This is an optimization exercise on Yosys and OpenROAD, whose aim is small area and a short achievable clock period, not a production implementation.

// fft
module fft(rst,s,x0,x1,x2,x3,x4,x5,x6,x7,real_out,img_out,clk);
==> module mux8to1, before the edit <==
module mux8to1(s,X,Y,M3,real_out,img_out);
  input [2:0] s;
  input [31:0] X,Y,M3;
  output [31:0] real_out,img_out;
  wire odd = s[0];
  wire rho = s[1] ^ s[2];
  wire [31:0] w = odd ? {M3[31] ^ ~rho, M3[30:0]} : Y;
  wire [31:0] rs, is;
  fa_one ur(.a(X), .b(w), .y(rs));
  fa_one ui(.a(Y), .b(M3), .y(is));
  assign real_out = (odd | ~s[1]) ? rs : X;
  assign img_out = odd ? {is[31] ^ ~s[1], is[30:0]} :
                   (~s[1] ? 32'd0 : {Y[31] ^ ~s[2], Y[30:0]});
endmodule
==> module fft, before the edit <==
module fft(rst,s,x0,x1,x2,x3,x4,x5,x6,x7,real_out,img_out,clk);
input rst;
input [31:0] x0,x1,x2,x3,x4,x5,x6,x7;
input [2:0] s;
input clk;
output [31:0] real_out,img_out;
wire [64:0] P1,Q1,P2,Q2;
stage1 s1(.x0(x0),.x4(x4),.x2(x2),.x6(x6),.P(P1),.Q(Q1));
stage1 s2(.x0(x1),.x4(x5),.x2(x3),.x6(x7),.P(P2),.Q(Q2));
localparam [64:0] ZP = {1'b0, 1'b0, 1'b1, 8'h01, 23'd0, 8'hE9, 23'd0};
reg [64:0] qP1,qQ1,qP2,qQ2;
always @(posedge clk)
begin
if(rst)
begin
qP1<=ZP; qQ1<=ZP; qP2<=ZP; qQ2<=ZP;
end
else
begin
qP1<=P1; qQ1<=Q1; qP2<=P2; qQ2<=Q2;
end
end
wire [31:0] X,Y,M3;
stage2 st2(.s(s),.P1(qP1),.Q1(qQ1),.P2(qP2),.Q2(qQ2),.X(X),.Y(Y),.M3(M3));
reg [31:0] qX,qY,qM3;
reg [2:0] qs;
always @(posedge clk)
begin
qX<=X; qY<=Y; qM3<=M3; qs<=s;
end
mux8to1 m1(.s(qs),.X(qX),.Y(qY),.M3(qM3),.real_out(real_out),.img_out(img_out));
endmodule
clock: 72.0 ns
lec_check: 0
abc_area: 1
cap_margin: 20
core_margin: 2
core_utilization: 40
slew_margin: 20
standard.sh (not shown) runs the stock make flow with config.mk's settings and CLKGATE_MAP_FILE= SYNTH_SCRIPT=/design/flow/synth_recipe.tcl, a recipe that flattens the netlist after the stock synthesis.
==> flow/flow/run.sh <==
#!/bin/bash
export SETUP_SLACK_MARGIN=47
export BUFFER_PORTS_ARGS="-buffer_cell sky130_fd_sc_hd__buf_2"
bash standard.sh > standard.log 2>&1
Rerun with:
--- a/flow/design.v
+++ b/flow/design.v
@@ -1226,22 +1226,21 @@
   wire [31:0] rb = odd ? M1 : {Q1[64], mC1};
   wire [31:0] ia = odd ? {Q1[62], mD1} : {P2[64], mA2};
   wire [31:0] ib = odd ? M1 : {Q2[64], mC2};
   fa_one ur(.a(ra), .b({rb[31] ^ sg, rb[30:0]}), .y(X));
   fa_one ui(.a(ia), .b({ib[31] ^ sg, ib[30:0]}), .y(Y));
 endmodule
-module mux8to1(s,X,Y,M3,real_out,img_out);
+module mux8to1(s,X,Y,W,M3s,real_out,img_out);
   input [2:0] s;
-  input [31:0] X,Y,M3;
+  input [31:0] X,Y,W;
+  input M3s;
   output [31:0] real_out,img_out;
   wire odd = s[0];
-  wire rho = s[1] ^ s[2];
-  wire [31:0] w = odd ? {M3[31] ^ ~rho, M3[30:0]} : Y;
   wire [31:0] rs, is;
-  fa_one ur(.a(X), .b(w), .y(rs));
-  fa_one ui(.a(Y), .b(M3), .y(is));
+  fa_one ur(.a(X), .b(W), .y(rs));
+  fa_one ui(.a(Y), .b({M3s, W[30:0]}), .y(is));
   assign real_out = (odd | ~s[1]) ? rs : X;
   assign img_out = odd ? {is[31] ^ ~s[1], is[30:0]} :
                    (~s[1] ? 32'd0 : {Y[31] ^ ~s[2], Y[30:0]});
 endmodule
 module fft(rst,s,x0,x1,x2,x3,x4,x5,x6,x7,real_out,img_out,clk);
 input rst;
@@ -1264,14 +1263,16 @@
 begin
 qP1<=P1; qQ1<=Q1; qP2<=P2; qQ2<=Q2;
 end
 end
 wire [31:0] X,Y,M3;
 stage2 st2(.s(s),.P1(qP1),.Q1(qQ1),.P2(qP2),.Q2(qQ2),.X(X),.Y(Y),.M3(M3));
-reg [31:0] qX,qY,qM3;
+wire [31:0] W = s[0] ? {M3[31] ^ ~(s[1] ^ s[2]), M3[30:0]} : Y;
+reg [31:0] qX,qY,qW;
+reg qM3s;
 reg [2:0] qs;
 always @(posedge clk)
 begin
-qX<=X; qY<=Y; qM3<=M3; qs<=s;
+qX<=X; qY<=Y; qW<=W; qM3s<=M3[31]; qs<=s;
 end
-mux8to1 m1(.s(qs),.X(qX),.Y(qY),.M3(qM3),.real_out(real_out),.img_out(img_out));
+mux8to1 m1(.s(qs),.X(qX),.Y(qY),.W(qW),.M3s(qM3s),.real_out(real_out),.img_out(img_out));
 endmodule
Outcome: The changed run completed without violations; routed wire length came out higher by 1.2%; clock-buffer cell count came out higher by 1; worst setup slack degrades by 0.048 ns; first-iteration DRC count goes down by about 6%; global-route usage hardly moves; die area rose by about 0.5%; register-to-register slack got worse by 0.32 ns.
Function was not checked in any run of this note: the RTL went through the layout flow alone.

==> separate check: timing with driven ports <==
No port has a modelled driver above. Below, the same layouts with a new extraction and two added sets of constraints.
Step 1, drivers: a clkbuf_16 drives clk and a buf_2 each remaining input, both assumed.
Step 2 also shifts input and output timing later by t, the mid clock arrival at the registers, as if the neighbouring blocks saw the same clock.
Three values: ideal, step 1, step 2; two values: the first two.
run | t, ns | slack for setup (ns) | worst hold slack (ns)
the first run | 0.660 | 47.656 / 47.585 / 47.051 | 0.326 / 0.326 / 0.326
the second run | 0.643 | 47.608 / 47.542 / 47.147 | 0.476 / 0.476 / 0.476
After both steps every run listed still meets setup and hold. The setup slack of the first run, which loses most, moves by -0.071 ns with the drivers and by -0.605 ns with both steps.
